Background: an optimization exercise with open tools, aiming at small area. Do not read the settings as production practice. The RTL was checked by simulation tests, not by an equivalence proof against the original design. Power and IR drop assume default switching activity.

File: flow/run.sh
#!/bin/bash
# synth_recipe.tcl (not shown) runs the flow's synth.tcl, then flattens the netlist and writes it again
# the make line also repeats each setting of config.mk as NAME=value (left out here)
make -C /OpenROAD-flow-scripts/flow DESIGN_CONFIG=/design/flow/config.mk WORK_HOME=/design/flow/orfs CLKGATE_MAP_FILE= SYNTH_SCRIPT=/design/flow/synth_recipe.tcl finish
File: flow/config.mk
export PLATFORM = sky130hd
export DESIGN_NAME = wrapper
export DESIGN_NICKNAME = wrapper
export VERILOG_FILES = /design/flow/design.v
export SDC_FILE = /design/flow/constraint.sdc
export NUM_CORES = 4
export LEC_CHECK = 0
export CAP_MARGIN = 20
export CORE_MARGIN = 2
export CORE_UTILIZATION = 40
export SLEW_MARGIN = 20
File: flow/constraint.sdc
create_clock -name core_clock -period 10.0 [get_ports {s3_axi_aclk}]
set_input_delay 2.0000 -clock core_clock [delete_from_list [all_inputs] [get_ports {s3_axi_aclk}]]
set_output_delay 2.0000 -clock core_clock [all_outputs]
set_load 0.01 [all_outputs]
File: flow/design.v
module bus #(
    parameter DATA_WIDTH = 32,
    parameter ADDR_WIDTH = 8,
    parameter RESP_WIDTH = 3
)
(
    input s0_axi_aclk,
    input s0_axi_aresetn,
    input [ADDR_WIDTH-1:0] s0_axi_awaddr,
    input s0_axi_awvalid,
    output reg s0_axi_awready,
    input [DATA_WIDTH-1:0] s0_axi_wdata,
    input [DATA_WIDTH/8:0] s0_axi_wstrb,
    input s0_axi_wvalid,
    output reg s0_axi_wready,
    output reg [RESP_WIDTH - 1:0] s0_axi_bresp,
    output reg s0_axi_bvalid,
    input s0_axi_bready,
    input [ADDR_WIDTH-1:0] s0_axi_araddr,
    input s0_axi_arvalid,
    output reg s0_axi_arready,
    output reg [DATA_WIDTH-1:0] s0_axi_rdata,
    output reg [RESP_WIDTH - 1:0] s0_axi_rresp,
    output reg s0_axi_rvalid,
    input s0_axi_rready,
    input m1_axi_aclk,
    input m1_axi_aresetn,
    output  reg [ADDR_WIDTH-1:0] m1_axi_awaddr,
    output  reg m1_axi_awvalid,
    input  m1_axi_awready,
    output  reg [DATA_WIDTH-1:0] m1_axi_wdata,
    output  reg [DATA_WIDTH/8:0] m1_axi_wstrb,
    output  reg m1_axi_wvalid,
    input  m1_axi_wready,
    input  [RESP_WIDTH - 1:0] m1_axi_bresp,
    input  m1_axi_bvalid,
    output reg m1_axi_bready,
    output reg [ADDR_WIDTH-1:0] m1_axi_araddr,
    output reg m1_axi_arvalid,
    input  m1_axi_arready,
    input  [DATA_WIDTH-1:0] m1_axi_rdata,
    input  [RESP_WIDTH - 1:0] m1_axi_rresp,
    input  m1_axi_rvalid,
    output reg m1_axi_rready,
    input m2_axi_aclk,
    input m2_axi_aresetn,
    output  reg [ADDR_WIDTH-1:0] m2_axi_awaddr,
    output  reg m2_axi_awvalid,
    input  m2_axi_awready,
    output  reg [DATA_WIDTH-1:0] m2_axi_wdata,
    output  reg [DATA_WIDTH/8:0] m2_axi_wstrb,
    output  reg m2_axi_wvalid,
    input  m2_axi_wready,
    input  [RESP_WIDTH - 1:0] m2_axi_bresp,
    input  m2_axi_bvalid,
    output reg m2_axi_bready,
    output reg [ADDR_WIDTH-1:0] m2_axi_araddr,
    output reg m2_axi_arvalid,
    input  m2_axi_arready,
    input  [DATA_WIDTH-1:0] m2_axi_rdata,
    input  [RESP_WIDTH - 1:0] m2_axi_rresp,
    input  m2_axi_rvalid,
    output reg m2_axi_rready
);
reg [DATA_WIDTH-1:0] cached_slave1_read_data;
reg [ADDR_WIDTH-1:0] cached_slave1_read_address;
reg [DATA_WIDTH-1:0] cached_slave1_write_data;
reg  cached_slave1_write_valid_data;
reg [ADDR_WIDTH-1:0] cached_slave1_write_address;
reg [DATA_WIDTH/8:0] cached_slave1_wstrb;
reg  cached_slave1_write_valid_address;
reg [DATA_WIDTH-1:0] cached_slave2_read_data;
reg [ADDR_WIDTH-1:0] cached_slave2_read_address;
reg [DATA_WIDTH-1:0] cached_slave2_write_data;
reg [ADDR_WIDTH-1:0] cached_slave2_write_address;
reg [DATA_WIDTH/8:0] cached_slave2_wstrb;
reg  cached_slave2_write_valid_data;
reg  cached_slave2_write_valid_address;
  typedef enum {IDLE_WRITE,VALID_WRITE_ADDR,VALID_WRITE_DATA, WRITE_TO_SLAVE1, WRITE_TO_SLAVE2, NOTIFY_MASTER_FROM_SLAVE1, NOTIFY_MASTER_FROM_SLAVE2 } writing_states;
  typedef enum {IDLE_READ, VALID_READ_ADDR, READ_FROM_SLAVE1, READ_FROM_SLAVE2, CACHE_DATA_FROM_SLAVE1,CACHE_DATA_FROM_SLAVE2, WRITE_TO_MASTER_FROM_SLAVE1, WRITE_TO_MASTER_FROM_SLAVE2 } reading_states;
  writing_states write_state;
  reading_states read_state;
always @(posedge s0_axi_aclk) begin
    if (s0_axi_aresetn == 0) begin
      s0_axi_awready <= 0;
      s0_axi_wready <= 0;
      s0_axi_bvalid <= 0;
      m1_axi_awvalid <=0;
      m1_axi_wvalid <=0;
      m2_axi_awvalid <=0;
      m2_axi_wvalid <=0;
      s0_axi_bresp <= 0;
      m1_axi_awaddr <= 0;
      m1_axi_wdata <= 0;
      m1_axi_wstrb <= 0;
      m1_axi_bready <= 0;
      m2_axi_awaddr <= 0;
      m2_axi_wdata <= 0;
      m2_axi_wstrb <= 0;
      m2_axi_bready <= 0;
      cached_slave1_write_address <= 0;
      cached_slave1_write_valid_address <= 0;
      cached_slave1_write_data <= 0;
      cached_slave1_wstrb <= 0;
      cached_slave1_write_valid_data <= 0;
      cached_slave2_write_address <= 0;
      cached_slave2_write_valid_address <= 0;
      cached_slave2_write_data <= 0;
      cached_slave2_wstrb <= 0;
      cached_slave2_write_valid_data <= 0;
      write_state <= IDLE_WRITE;
    end else begin
      case (write_state)
        IDLE_WRITE: begin
          s0_axi_wready <= 1;
          s0_axi_awready <= 1;
          s0_axi_bvalid <= 0;
          if (s0_axi_bready) begin
            s0_axi_wready <= 0;
            s0_axi_awready <= 0;
            write_state <= VALID_WRITE_ADDR;
          end
        end
        VALID_WRITE_ADDR: begin
          if(s0_axi_awaddr == 0 || s0_axi_awaddr == 4)begin
                cached_slave1_write_address <= s0_axi_awaddr;
                cached_slave1_write_valid_address <= s0_axi_awvalid;
                write_state <= VALID_WRITE_DATA;
              end 
          if(s0_axi_awaddr == 16 || s0_axi_awaddr == 20) begin
                cached_slave2_write_address <= s0_axi_awaddr;
                cached_slave2_write_valid_address <= s0_axi_awvalid;
                write_state <= VALID_WRITE_DATA;
              end 
        end
        VALID_WRITE_DATA: begin
            if(cached_slave1_write_address == 0 || cached_slave1_write_address == 4)begin
                cached_slave1_write_data <= s0_axi_wdata;
                cached_slave1_wstrb <= s0_axi_wstrb;
                cached_slave1_write_valid_data <= s0_axi_wvalid;
                write_state <= WRITE_TO_SLAVE1;
              end 
            if(cached_slave2_write_address == 16 || cached_slave2_write_address == 20) begin
                cached_slave2_write_data <= s0_axi_wdata;
                cached_slave2_wstrb <= s0_axi_wstrb;
                cached_slave2_write_valid_data <= s0_axi_wvalid;
                write_state <= WRITE_TO_SLAVE2;
              end 
        end
        WRITE_TO_SLAVE1: begin
            m1_axi_awaddr <= cached_slave1_write_address;
            m1_axi_awvalid <= 1;
            m1_axi_wdata <= cached_slave1_write_data;
            m1_axi_wstrb <= cached_slave1_wstrb;
            m1_axi_wvalid <= 1;
            m1_axi_bready <= s0_axi_bready;
            write_state <= NOTIFY_MASTER_FROM_SLAVE1;
        end
        WRITE_TO_SLAVE2: begin
            m2_axi_awaddr <= cached_slave2_write_address;
            m2_axi_awvalid <= 1;
            m2_axi_wdata <= cached_slave2_write_data;
            m2_axi_wstrb <= cached_slave2_wstrb;
            m2_axi_wvalid <= 1;
            m2_axi_bready <= s0_axi_bready;
            write_state <= NOTIFY_MASTER_FROM_SLAVE2;
          end
        NOTIFY_MASTER_FROM_SLAVE1: begin
            s0_axi_wready <= m1_axi_wready;
            s0_axi_awready <= m1_axi_awready;
            s0_axi_bvalid <= m1_axi_bvalid;
            s0_axi_bresp <= m1_axi_bresp;
            write_state <= IDLE_WRITE;
        end
        NOTIFY_MASTER_FROM_SLAVE2: begin
            s0_axi_wready <= m2_axi_wready;
            s0_axi_awready <= m2_axi_awready;
            s0_axi_bvalid <= m2_axi_bvalid;
            s0_axi_bresp <= m2_axi_bresp;
            write_state <= IDLE_WRITE;
        end
      endcase
    end
  end
always @(posedge s0_axi_aclk) begin
    if (s0_axi_aresetn == 0) begin
       s0_axi_arready <= 0;
       s0_axi_rvalid <= 0;
       s0_axi_rdata <= 0;
       s0_axi_rresp <= 0;
       m1_axi_rready <= 0;
       m2_axi_rready <= 0;
       m1_axi_araddr <= 0;
       m1_axi_arvalid <= 0;
       m2_axi_araddr <= 0;
       m2_axi_arvalid <= 0;
       cached_slave1_read_address <= 0;
       cached_slave1_read_data <= 0;
       cached_slave2_read_address <= 0;
       cached_slave2_read_data <= 0;
       read_state<=IDLE_READ;
    end else begin
      case (read_state)
        IDLE_READ: begin
          s0_axi_arready <= 1; 
          m1_axi_rready <= 0;
          m2_axi_rready <= 0;
          s0_axi_rvalid <= 0;
           if(s0_axi_rready ) begin
            read_state<=VALID_READ_ADDR;
           end
        end
        VALID_READ_ADDR: begin
            if(s0_axi_araddr == 8 || s0_axi_araddr == 12)begin
                cached_slave1_read_address <= s0_axi_araddr;
                s0_axi_arready <= 0;
                s0_axi_rvalid <= 1;
                read_state <= READ_FROM_SLAVE1;
               end 
           if(s0_axi_araddr == 24 || s0_axi_araddr == 28) begin
                 cached_slave2_read_address <= s0_axi_araddr;
                 s0_axi_rvalid <= 1;
                 s0_axi_arready <= 0;
                 read_state <= READ_FROM_SLAVE2;
              end 
        end
        READ_FROM_SLAVE1: begin
            m1_axi_araddr <= cached_slave1_read_address;
            m1_axi_arvalid <= 1;
            m1_axi_rready <= 1;
            read_state <= CACHE_DATA_FROM_SLAVE1;
        end
        READ_FROM_SLAVE2: begin
            m2_axi_araddr <= cached_slave2_read_address;
            m2_axi_arvalid <= 1;
            m2_axi_rready <= 1;
            read_state <= CACHE_DATA_FROM_SLAVE2;
        end
        CACHE_DATA_FROM_SLAVE1: begin
           cached_slave1_read_data <= m1_axi_rdata;
           read_state <= WRITE_TO_MASTER_FROM_SLAVE1;
        end
        CACHE_DATA_FROM_SLAVE2: begin
          cached_slave2_read_data <= m2_axi_rdata;
          read_state <= WRITE_TO_MASTER_FROM_SLAVE2;  
        end
        WRITE_TO_MASTER_FROM_SLAVE1: begin           
              if(m1_axi_arready) begin
                s0_axi_rdata <= cached_slave1_read_data; 
                s0_axi_rvalid <= 1;
                s0_axi_rresp <= 0;
                read_state <= IDLE_READ; 
              end
            s0_axi_rvalid <= 0;
        end
        WRITE_TO_MASTER_FROM_SLAVE2: begin 
            if(m2_axi_arready) begin
              s0_axi_rdata <= cached_slave2_read_data;
              s0_axi_rvalid <= 1;
              s0_axi_rresp <= 0;
              read_state <= IDLE_READ;
            end
            s0_axi_rvalid <= 0;
        end
      endcase
    end
  end
endmodule
module adder#(
    parameter DATA_WIDTH = 32,
    parameter ADDR_WIDTH = 8,
    parameter RESP_WIDTH = 3
)
(
    input s1_axi_aclk,
    input s1_axi_aresetn,
    input [ADDR_WIDTH-1:0] s1_axi_awaddr,
    input s1_axi_awvalid,
    output reg s1_axi_awready,
    input [DATA_WIDTH-1:0] s1_axi_wdata,
    input [DATA_WIDTH/8:0] s1_axi_wstrb,
    input s1_axi_wvalid,
    output reg s1_axi_wready,
    output reg [RESP_WIDTH - 1:0] s1_axi_bresp,
    output reg s1_axi_bvalid,
    input s1_axi_bready,
    input [ADDR_WIDTH-1:0] s1_axi_araddr,
    input s1_axi_arvalid,
    output  s1_axi_arready,
    output reg [DATA_WIDTH-1:0] s1_axi_rdata,
    output reg [RESP_WIDTH - 1:0] s1_axi_rresp,
    output reg s1_axi_rvalid,
    input  s1_axi_rready
);
reg [DATA_WIDTH-1:0] operandA, operandB;
wire [(2*DATA_WIDTH-1):0] result_tmp;
wire [DATA_WIDTH-1:0] overflow_adder;
reg [1:0] operandCounters;
reg [(2*DATA_WIDTH-1):0] result_hold;
reg s1_axi_arready_tmp;
assign s1_axi_arready = s1_axi_arready_tmp;
always@(posedge s1_axi_aclk)
begin
    if(~s1_axi_aresetn) 
    begin
	    s1_axi_awready <= 0;
       s1_axi_wready <= 0;
       operandCounters <= 0;
       operandA <= 0;
       operandB <= 0;
       s1_axi_bresp <= 0;
       s1_axi_bvalid <= 0;
    end
	else if(s1_axi_awvalid == 1 && s1_axi_wvalid == 1 )
	  begin
	     case(s1_axi_awaddr)
		   0:
		     begin
            s1_axi_awready <= 0;
            s1_axi_wready <= 0;
                  operandA <= s1_axi_wdata;
                  if(operandCounters == 2'b10) begin
                     operandCounters <= 1;
                  end
                  else begin
                     operandCounters <= operandCounters + 1;
                  end
                  if (s1_axi_bready == 1) begin
                    s1_axi_awready <= 1;
                    s1_axi_wready <= 1;
                    s1_axi_bresp <= 0;
                    s1_axi_bvalid <= 1;  
                  end
			 end  
		   4: 
		     begin
            s1_axi_awready <= 0;
            s1_axi_wready <= 0;
              operandB <= s1_axi_wdata;  
              if(operandCounters == 2) begin
                    operandCounters <= 1;
              end
                  else begin
                    operandCounters <= operandCounters + 1;
                  end 
              if (s1_axi_bready == 1) begin
                s1_axi_awready <= 1;
                s1_axi_wready <= 1;
                s1_axi_bresp <= 0;
                s1_axi_bvalid <= 1;
              end
			 end 
		   default:
		      begin
			     s1_axi_awready <= 1;
              s1_axi_wready <= 1;
			  end
        endcase
	  end
	else
	  begin
	   s1_axi_bresp <= 0;
      s1_axi_bvalid <= 0;
	  end
end
always@(posedge s1_axi_aclk)
begin
   if(~s1_axi_aresetn)
      result_hold <= 0;
   else if(operandCounters == 2)
      result_hold <= result_tmp;
end
assign result_tmp = (operandCounters == 2) ? operandA + operandB : result_hold;
assign overflow_adder = (result_tmp > (2**DATA_WIDTH)-1)?1:0;    
always@(posedge s1_axi_aclk)
begin
   if(~s1_axi_aresetn) begin
	   s1_axi_rvalid <= 0;
       s1_axi_rresp <= 0;
       s1_axi_rdata <= 0;
   end 
	else if(s1_axi_rready == 1 && s1_axi_arvalid == 1)
      begin
         case(s1_axi_araddr)
            8: begin
                  s1_axi_rvalid <= 1;
                  s1_axi_rresp <= 0;
                  s1_axi_rdata <= result_tmp[31:0];
               end
            12: begin
                  s1_axi_rvalid <= 1;
                  s1_axi_rresp <= 0;
                  s1_axi_rdata <= overflow_adder;
               end
            default: begin
                  s1_axi_rresp <= 0;
               end
         endcase
      end
   else
	  begin
        s1_axi_rresp <= 0;
	  end
end
always@(posedge s1_axi_aclk)
begin
 if(s1_axi_aresetn == 1'b0) 
  begin
   s1_axi_arready_tmp <= 0;
  end 
 else
   if(s1_axi_arvalid && ~s1_axi_arready_tmp )
      s1_axi_arready_tmp <= 1'b1;    
   else
      s1_axi_arready_tmp <= 1'b0; 
 end
endmodule
module multiplier#(
    parameter DATA_WIDTH = 32,
    parameter ADDR_WIDTH = 8,
    parameter RESP_WIDTH = 3
)
(
    input s2_axi_aclk,
    input s2_axi_aresetn,
    input [ADDR_WIDTH-1:0] s2_axi_awaddr,
    input s2_axi_awvalid,
    output reg s2_axi_awready,
    input [DATA_WIDTH-1:0] s2_axi_wdata,
    input [DATA_WIDTH/8:0] s2_axi_wstrb,
    input s2_axi_wvalid,
    output reg s2_axi_wready,
    output reg [RESP_WIDTH - 1:0] s2_axi_bresp,
    output reg s2_axi_bvalid,
    input s2_axi_bready,
    input [ADDR_WIDTH-1:0] s2_axi_araddr,
    input s2_axi_arvalid,
    output  s2_axi_arready,
    output reg [DATA_WIDTH-1:0] s2_axi_rdata,
    output reg [RESP_WIDTH - 1:0] s2_axi_rresp,
    output reg s2_axi_rvalid,
    input  s2_axi_rready
);
reg [DATA_WIDTH-1:0] operandA, operandB;
wire [(2*DATA_WIDTH-1):0] result_tmp;
wire [DATA_WIDTH-1:0] overflow_adder;
reg [1:0] operandCounters;
reg [(2*DATA_WIDTH-1):0] result_hold;
reg s2_axi_arready_tmp;
assign s2_axi_arready = s2_axi_arready_tmp;
always@(posedge s2_axi_aclk)
begin
    if(~s2_axi_aresetn) 
    begin
	    s2_axi_awready <= 0;
       s2_axi_wready <= 0;
       operandCounters <= 0;
       operandA <= 0;
       operandB <= 0;
       s2_axi_bresp <= 0;
       s2_axi_bvalid <= 0;
    end
	else if(s2_axi_awvalid == 1 && s2_axi_wvalid == 1 )
	  begin
	     case(s2_axi_awaddr)
		   16:
		     begin
            s2_axi_awready <= 0;
            s2_axi_wready <= 0;
                  operandA <= s2_axi_wdata;
                  if(operandCounters == 2'b10) begin
                     operandCounters <= 1;
                  end
                  else begin
                     operandCounters <= operandCounters + 1;
                  end
                  if (s2_axi_bready == 1) begin
                    s2_axi_awready <= 1;
                    s2_axi_wready <= 1;
                    s2_axi_bresp <= 0;
                    s2_axi_bvalid <= 1;  
                  end
			 end  
		   20: 
		     begin
            s2_axi_awready <= 0;
            s2_axi_wready <= 0;
              operandB <= s2_axi_wdata;  
              if(operandCounters == 2) begin
                    operandCounters <= 1;
              end
                  else begin
                    operandCounters <= operandCounters + 1;
                  end 
              if (s2_axi_bready == 1) begin
                s2_axi_awready <= 1;
                s2_axi_wready <= 1;
                s2_axi_bresp <= 0;
                s2_axi_bvalid <= 1;
              end
			 end 
		   default:
		      begin
			     s2_axi_awready <= 1;
              s2_axi_wready <= 1;
			  end
        endcase
	  end
	else
	  begin
	   s2_axi_bresp <= 0;
      s2_axi_bvalid <= 0;
	  end
end
always@(posedge s2_axi_aclk)
begin
   if(~s2_axi_aresetn)
      result_hold <= 0;
   else if(operandCounters == 2)
      result_hold <= result_tmp;
end
assign result_tmp = (operandCounters == 2) ? operandA * operandB : result_hold;
assign overflow_adder = (result_tmp > (2**DATA_WIDTH)-1)?1:0;    
always@(posedge s2_axi_aclk)
begin
   if(~s2_axi_aresetn) begin
	   s2_axi_rvalid <= 0;
       s2_axi_rresp <= 0;
       s2_axi_rdata <= 0;
   end 
	else if(s2_axi_rready == 1 && s2_axi_arvalid == 1)
      begin
         case(s2_axi_araddr)
            24: begin
                  s2_axi_rvalid <= 1;
                  s2_axi_rresp <= 0;
                  s2_axi_rdata <= result_tmp[31:0];
               end
            28: begin
                  s2_axi_rvalid <= 1;
                  s2_axi_rresp <= 0;
                  s2_axi_rdata <= overflow_adder;
               end
            default: begin
                  s2_axi_rresp <= 0;
               end
         endcase
      end
   else
	  begin
        s2_axi_rresp <= 0;
	  end
end
always@(posedge s2_axi_aclk)
begin
 if(s2_axi_aresetn == 1'b0) 
  begin
   s2_axi_arready_tmp <= 0;
  end 
 else
   if(s2_axi_arvalid && ~s2_axi_arready_tmp )
      s2_axi_arready_tmp <= 1'b1;    
   else
      s2_axi_arready_tmp <= 1'b0; 
 end
endmodule
module wrapper #(
    parameter DATA_WIDTH = 32,
    parameter ADDR_WIDTH = 8,
    parameter RESP_WIDTH = 3
)
(
    input s3_axi_aclk,
    input s3_axi_aresetn,
    input [ADDR_WIDTH-1:0] s3_axi_awaddr,
    input s3_axi_awvalid,
    output wire s3_axi_awready,
    input [DATA_WIDTH-1:0] s3_axi_wdata,
    input [DATA_WIDTH/8:0] s3_axi_wstrb,
    input s3_axi_wvalid,
    output wire s3_axi_wready,
    output wire [RESP_WIDTH - 1:0] s3_axi_bresp,
    output wire s3_axi_bvalid,
    input s3_axi_bready,
    input [ADDR_WIDTH-1:0] s3_axi_araddr,
    input s3_axi_arvalid,
    output wire s3_axi_arready,
    output wire [DATA_WIDTH-1:0] s3_axi_rdata,
    output wire [RESP_WIDTH - 1:0] s3_axi_rresp,
    output wire s3_axi_rvalid,
    input s3_axi_rready
);
wire [ADDR_WIDTH-1:0] connect_slave1_awaddr;
wire connect_slave1_awvalid;
wire connect_slave1_awready;
wire [DATA_WIDTH-1:0] connect_slave1_wdata;
wire [DATA_WIDTH/8:0] connect_slave1_wstrb;
wire connect_slave1_wvalid;
wire connect_slave1_wready;
wire [RESP_WIDTH - 1:0] connect_slave1_bresp;
wire connect_slave1_bvalid;
wire connect_slave1_bready;
wire [ADDR_WIDTH-1:0] connect_slave1_araddr;
wire connect_slave1_arvalid;
wire connect_slave1_arready;
wire [DATA_WIDTH-1:0] connect_slave1_rdata;
wire [RESP_WIDTH - 1:0] connect_slave1_rresp;
wire connect_slave1_rvalid;
wire connect_slave1_rready;
wire [ADDR_WIDTH-1:0] connect_slave2_awaddr;
wire connect_slave2_awvalid;
wire connect_slave2_awready;
wire [DATA_WIDTH-1:0] connect_slave2_wdata;
wire [DATA_WIDTH/8:0] connect_slave2_wstrb;
wire connect_slave2_wvalid;
wire connect_slave2_wready;
wire [RESP_WIDTH - 1:0] connect_slave2_bresp;
wire connect_slave2_bvalid;
wire connect_slave2_bready;
wire [ADDR_WIDTH-1:0] connect_slave2_araddr;
wire connect_slave2_arvalid;
wire connect_slave2_arready;
wire [DATA_WIDTH-1:0] connect_slave2_rdata;
wire [RESP_WIDTH - 1:0] connect_slave2_rresp;
wire connect_slave2_rvalid;
wire connect_slave2_rready;
bus#(
    .DATA_WIDTH(DATA_WIDTH),
    .ADDR_WIDTH(ADDR_WIDTH),
    .RESP_WIDTH(RESP_WIDTH)
) bus_instiate (
    .s0_axi_aclk(s3_axi_aclk),
    .s0_axi_aresetn(s3_axi_aresetn),
    .s0_axi_awaddr(s3_axi_awaddr),
    .s0_axi_awvalid(s3_axi_awvalid),
    .s0_axi_awready(s3_axi_awready),
    .s0_axi_wdata(s3_axi_wdata),
    .s0_axi_wstrb(s3_axi_wstrb),
    .s0_axi_wvalid(s3_axi_wvalid),
    .s0_axi_wready(s3_axi_wready),
    .s0_axi_bresp(s3_axi_bresp),
    .s0_axi_bvalid(s3_axi_bvalid),
    .s0_axi_bready(s3_axi_bready),
    .s0_axi_araddr(s3_axi_araddr),
    .s0_axi_arvalid(s3_axi_arvalid),
    .s0_axi_arready(s3_axi_arready),
    .s0_axi_rdata(s3_axi_rdata),
    .s0_axi_rresp(s3_axi_rresp),
    .s0_axi_rvalid(s3_axi_rvalid),
    .s0_axi_rready(s3_axi_rready),
    .m1_axi_aclk(s3_axi_aclk),
    .m1_axi_aresetn(s3_axi_aresetn),
    .m1_axi_awaddr(connect_slave1_awaddr),
    .m1_axi_awvalid(connect_slave1_awvalid),
    .m1_axi_awready(connect_slave1_awready),
    .m1_axi_wdata(connect_slave1_wdata),
    .m1_axi_wstrb(connect_slave1_wstrb),
    .m1_axi_wvalid(connect_slave1_wvalid),
    .m1_axi_wready(connect_slave1_wready),
    .m1_axi_bresp(connect_slave1_bresp),
    .m1_axi_bvalid(connect_slave1_bvalid),
    .m1_axi_bready(connect_slave1_bready),
    .m1_axi_araddr(connect_slave1_araddr),
    .m1_axi_arvalid(connect_slave1_arvalid),
    .m1_axi_arready(connect_slave1_arready),
    .m1_axi_rdata(connect_slave1_rdata),
    .m1_axi_rresp(connect_slave1_rresp),
    .m1_axi_rvalid(connect_slave1_rvalid),
    .m1_axi_rready(connect_slave1_rready),
    .m2_axi_aclk(s3_axi_aclk),
    .m2_axi_aresetn(s3_axi_aresetn),
    .m2_axi_awaddr(connect_slave2_awaddr),
    .m2_axi_awvalid(connect_slave2_awvalid),
    .m2_axi_awready(connect_slave2_awready),
    .m2_axi_wdata(connect_slave2_wdata),
    .m2_axi_wstrb(connect_slave2_wstrb),
    .m2_axi_wvalid(connect_slave2_wvalid),
    .m2_axi_wready(connect_slave2_wready),
    .m2_axi_bresp(connect_slave2_bresp),
    .m2_axi_bvalid(connect_slave2_bvalid),
    .m2_axi_bready(connect_slave2_bready),
    .m2_axi_araddr(connect_slave2_araddr),
    .m2_axi_arvalid(connect_slave2_arvalid),
    .m2_axi_arready(connect_slave2_arready),
    .m2_axi_rdata(connect_slave2_rdata),
    .m2_axi_rresp(connect_slave2_rresp),
    .m2_axi_rvalid(connect_slave2_rvalid),
    .m2_axi_rready(connect_slave2_rready)
  );
  adder #(
    .DATA_WIDTH(DATA_WIDTH),
    .ADDR_WIDTH(ADDR_WIDTH),
    .RESP_WIDTH(RESP_WIDTH)
  ) adder_instiate (
    .s1_axi_aclk(s3_axi_aclk),
    .s1_axi_aresetn(s3_axi_aresetn),
    .s1_axi_awaddr(connect_slave1_awaddr),
    .s1_axi_awvalid(connect_slave1_awvalid),
    .s1_axi_awready(connect_slave1_awready),
    .s1_axi_wdata(connect_slave1_wdata),
    .s1_axi_wstrb(connect_slave1_wstrb),
    .s1_axi_wvalid(connect_slave1_wvalid),
    .s1_axi_wready(connect_slave1_wready),
    .s1_axi_bresp(connect_slave1_bresp),
    .s1_axi_bvalid(connect_slave1_bvalid),
    .s1_axi_bready(connect_slave1_bready),
    .s1_axi_araddr(connect_slave1_araddr),
    .s1_axi_arvalid(connect_slave1_arvalid),
    .s1_axi_arready(connect_slave1_arready),
    .s1_axi_rdata(connect_slave1_rdata),
    .s1_axi_rresp(connect_slave1_rresp),
    .s1_axi_rvalid(connect_slave1_rvalid),
    .s1_axi_rready(connect_slave1_rready)
  );
   multiplier #(
    .DATA_WIDTH(DATA_WIDTH),
    .ADDR_WIDTH(ADDR_WIDTH),
    .RESP_WIDTH(RESP_WIDTH)
   ) multiplier_instiate (
    .s2_axi_aclk(s3_axi_aclk),
    .s2_axi_aresetn(s3_axi_aresetn),
    .s2_axi_awaddr(connect_slave2_awaddr),
    .s2_axi_awvalid(connect_slave2_awvalid),
    .s2_axi_awready(connect_slave2_awready),
    .s2_axi_wdata(connect_slave2_wdata),
    .s2_axi_wstrb(connect_slave2_wstrb),
    .s2_axi_wvalid(connect_slave2_wvalid),
    .s2_axi_wready(connect_slave2_wready),
    .s2_axi_bresp(connect_slave2_bresp),
    .s2_axi_bvalid(connect_slave2_bvalid),
    .s2_axi_bready(connect_slave2_bready),
    .s2_axi_araddr(connect_slave2_araddr),
    .s2_axi_arvalid(connect_slave2_arvalid),
    .s2_axi_arready(connect_slave2_arready),
    .s2_axi_rdata(connect_slave2_rdata),
    .s2_axi_rresp(connect_slave2_rresp),
    .s2_axi_rvalid(connect_slave2_rvalid),
    .s2_axi_rready(connect_slave2_rready)
  );
endmodule
==> results by group <==
Timing
  – Final clock skew: around 23 ps
  – Clock period minus worst slack: a little over 9000 ps
  – Fin. Hold Viols: 0
  – # setup viols final: 0
  – Slew headroom: 28.4%
  – Max-slew violations: 0
  – RSZ-0062 raised after global routing: no
  – Fmax: ~0.11 GHz
  – Total Neg Setup Slack: 0 ps
  – Slew @ Worst Pin: about 1100 ps
  – Final WS setup: around 650 ps
  – Fin crit share: between 90 and 100%

Worst setup path
  – Worst flop-to-flop path endpoint: multiplier_instiate.s2_axi_rdata[0]
  – Crit start category: flip-flop
  – WP data arrival: between 9000 and 10,000 ps
  – Crit-path max cell delay: 1000 ps
  – R2R Setup Slk: between 600 and 700 ps
  – CP dominant cell by count: fa_1
  – Reg-to-reg startpoint: multiplier_instiate.operandB[10]
  – WP data required: approximately 11,000 ps
  – Crit-path max FO: 25
  – Crit-path slowest cell: dfxtp_1
  – R2R depth: 28
  – Crit path launch: multiplier_instiate.operandB[10]
  – Critical path capture point type: flip-flop
  – Setup Crit Path Kind: flip-flop to flip-flop
  – Crit path to: multiplier_instiate.s2_axi_rdata[0]

Die
  – Chip Width: 383 um
  – Top-level I/O count: 103
  – Core area: about 0.14 mm2
  – Initial Util: 40.4%
  – Row count: ~140
  – Die Y: about 380 um
  – Area of the die: ~0.15 mm2

Logic synthesis
  – Synth top area cells: fa_1, dfxtp_1, nand2_1, ha_1, and2_1
  – Post-synthesis sequential area ratio: 22.2%
  – Post-synth top cells: nand2_1, inv_1, fa_1
  – Count leader, synth: nand2_1
  – Post-Syn Instances: roughly 6,700
  – Ys async rst share: 0%
  – Synth area leader: fa_1
  – Yosys top cell area share: a little under a third
  – Mean Syn Cell Area: about 8.6 um2
  – Mapped Area: 0.0574 mm2
  – Number of enable flip-flop cells after synthesis: 0
  – Netlist cell types: 92
  – Ys Warns: 3
  – Yosys reg bits: between 600 and 700
  – Most used DFF post-synth: dfxtp_1

Clock network
  – Setup Fix Bufs, Post-CTS: 0
  – CTS resizes: 0
  – Clock sink count: between 600 and 700
  – Clock Tree Root: clkbuf_16
  – CTS Buf Count: between 50 and 60
  – Hold_buf cts: 0
  – Clk pin slew, worst setup/hold paths: 70 ps
  – CTS tree: done
  – Clock Latency Late Sink: between 600 and 700 ps
  – H-Tree Depth: 2
  – CTS Buffer Depth: 3

Drt
  – ANT nets after route: 0
  – Via/cell ratio: a little over 5
  – Initial detailed-routing violation count: about 2,700
  – DR WL/cell: approximately 18 um
  – DRC violations left: 0
  – 1st-pass router iterations: 5
  – Routed via count: about 43,000
  – Detailed Route WL: ~150,000 um

GRT
  – Grt total ovfl: 0
  – GR met1 Demand/Resource: between 20% and 30%
  – Vias in the first global route: between 40,000 and 50,000
  – Antenna violations before repair: 1
  – Met2 Use GR: between 30% and 40%
  – Busiest layer in global routing: met2
  – First-pass GRT wire length: 246,000 um
  – Pin count of the biggest net entering global routing: 125
  – Met3 Usage GRT: 1.85%
  – Overall routing resource usage: 20.9%

Job
  – MaxCap Viol Count: 0

Place
  – Buffers on Ports: slightly below 90
  – Routability cong.: 0.923
  – DP Wirelength: 115,000 um
  – Place WS: just under 800 ps

Pwr
  – Leak Pwr: ~0.028 uW
  – Maximum vdd drop: around 130 uV
  – P per Cell Area: 82.8 mW/mm2

Min path
  – Hold Path Class: flip-flop to flip-flop

Cells and area
  – Biggest regs: adder_instiate.result_hold (64), multiplier_instiate.result_hold (64)
  – Fraction of layout cells with a size suffix above 1: between 4 and 5%
  – Layout area overhead: 8.05%
  – Layout net count: about 7,700

Run status
  – Status: timing/DRC/antenna clean
[per-stage QoR]
stage               utilization [%]  cell area [um2]  total power [uW]  hold slack [ps]  cells
floorplan                         -            57400              2670              397   6668
global placement               42.1            59800              2720              412   8324
detailed placement             42.2            59800              2730              415   8325
CTS                            43.7            62000              5180              425   8432
global route                   43.7            62000              5290              451   8432
finish                         43.7            62000              5130              423   8433
[area by class of cell]
| class | count | area [um2] |
|---|---|---|
| sequential | 636 | 12800 |
| inverter | 915 | 3440 |
| tap | 1890 | 2360 |
| antenna | 1 | 2.50 |
| multi-input combinational | 4692 | 39600 |
| timing repair buffer | 192 | 1690 |
| fill | 14100 | 79900 |
| clock buffer | 80 | 1730 |
| clock inverter | 27 | 420 |
[logic make-up after synthesis]
| kind of cell | count (synthesis) | share of synthesized area [%] |
|---|---|---|
| other | 1 | 0.00654 |
| AO/OA/AOI/OAI | 892 | 9.27 |
| adder cells (fa/ha/maj) | 1192 | 37.7 |
| buffers and inverters | 1340 | 8.96 |
| flip-flops | 636 | 22.2 |
| XOR/XNOR | 79 | 1.21 |
| AND/OR/NAND/NOR | 2465 | 19.6 |
| multiplexers | 58 | 1.01 |
[placed cells by master, fill, tap and decap left out, drive strengths merged, types with 6 or more instances in the layout]
master / Yosys / final
nand2b: 23 / 23
a31oi: 15 / 15
o21a: 13 / 13
a32o: 6 / 6
mux2i: 57 / 57
clkinv: 0 / 10
a21o: 48 / 48
bufinv: 0 / 10
inv: 915 / 917
o22ai: 6 / 6
o31ai: 6 / 6
and3: 61 / 61
a22o: 18 / 18
conb: 1 / 6
nor3: 29 / 29
clkbuf: 389 / 80
nor4: 22 / 22
fa: 897 / 897
dfxtp: 636 / 636
clkdlybuf4s50: 0 / 87
nand3: 44 / 44
nor3b: 8 / 8
a21oi: 527 / 527
nand2: 1399 / 1399
a22oi: 7 / 7
xnor2: 44 / 44
ha: 295 / 295
or2: 6 / 6
and2: 555 / 555
xor2: 35 / 35
buf: 36 / 105
nor2: 258 / 258
nor2b: 11 / 11
a211oi: 54 / 54
o21ai: 112 / 112
o21bai: 20 / 20
or3: 7 / 7
nand4: 32 / 32
[how the worst min path moves through the flow]
| stage | from | to | slack [ps] | cells after the start |
|---|---|---|---|---|
| detailed placement | adder_instiate.s1_axi_arready_tmp | adder_instiate.s1_axi_arready_tmp | 420 | 1 |
| global placement | adder_instiate.s1_axi_arready_tmp | adder_instiate.s1_axi_arready_tmp | 410 | 1 |
| global route | adder_instiate.s1_axi_arready_tmp | adder_instiate.s1_axi_arready_tmp | 450 | 1 |
| finish | adder_instiate.s1_axi_arready_tmp | adder_instiate.s1_axi_arready_tmp | 420 | 1 |
| CTS | adder_instiate.s1_axi_arready_tmp | adder_instiate.s1_axi_arready_tmp | 420 | 1 |
| floorplan | adder_instiate.s1_axi_arready_tmp | adder_instiate.s1_axi_arready_tmp | 400 | 1 |
[worst max-delay path: cells and delay by family, from the launching register on]
kind | cells | cell delay (ps)
buffers and inverters | 6 | 600
DFF | 1 | 1000
muxes | 1 | 390
adders and majority gates | 9 | 4170
AOI/OAI and AO/OA | 8 | 2340
and+or+nand+nor | 4 | 690
[power by group]
group / internal (uW) / total [uW] / switching, uW
combinational: 35.6 / 118 / 81.8
clock: 1470 / 2470 / 1000
sequential: 2540 / 2550 / 12.4
[metal layers]
metal,share of wire (%),wire [um]
met1,45,67000
met3,4.6,6860
met4,2.5,3750
met5,0,0
met2,48,73000

separate check: timing with driven ports:
In the flow no input, the clock included, has a driving cell. The finished layout below was timed again as built, in two steps. Step 1 assumes that a clkbuf_16 drives the clock port and a buf_2 every other input. Step 2 moves the port delays by t, midway between the first and last clock arrival at a register: inputs arrive t later, outputs are due t later. That takes back most of the time a late clock gives input paths. Slacks: ideal / step 1 / step 2; pairs: ideal / step 1.
t (ns): 0.682
slack for setup (ns): 0.649 / 0.649 / 0.649
latest minus earliest clock arrival (ns): 0.023 / 0.023
After both steps this run still meets setup and hold. The setup slack of this run moves by 0.000 ns with the drivers and by 0.000 ns with both steps.
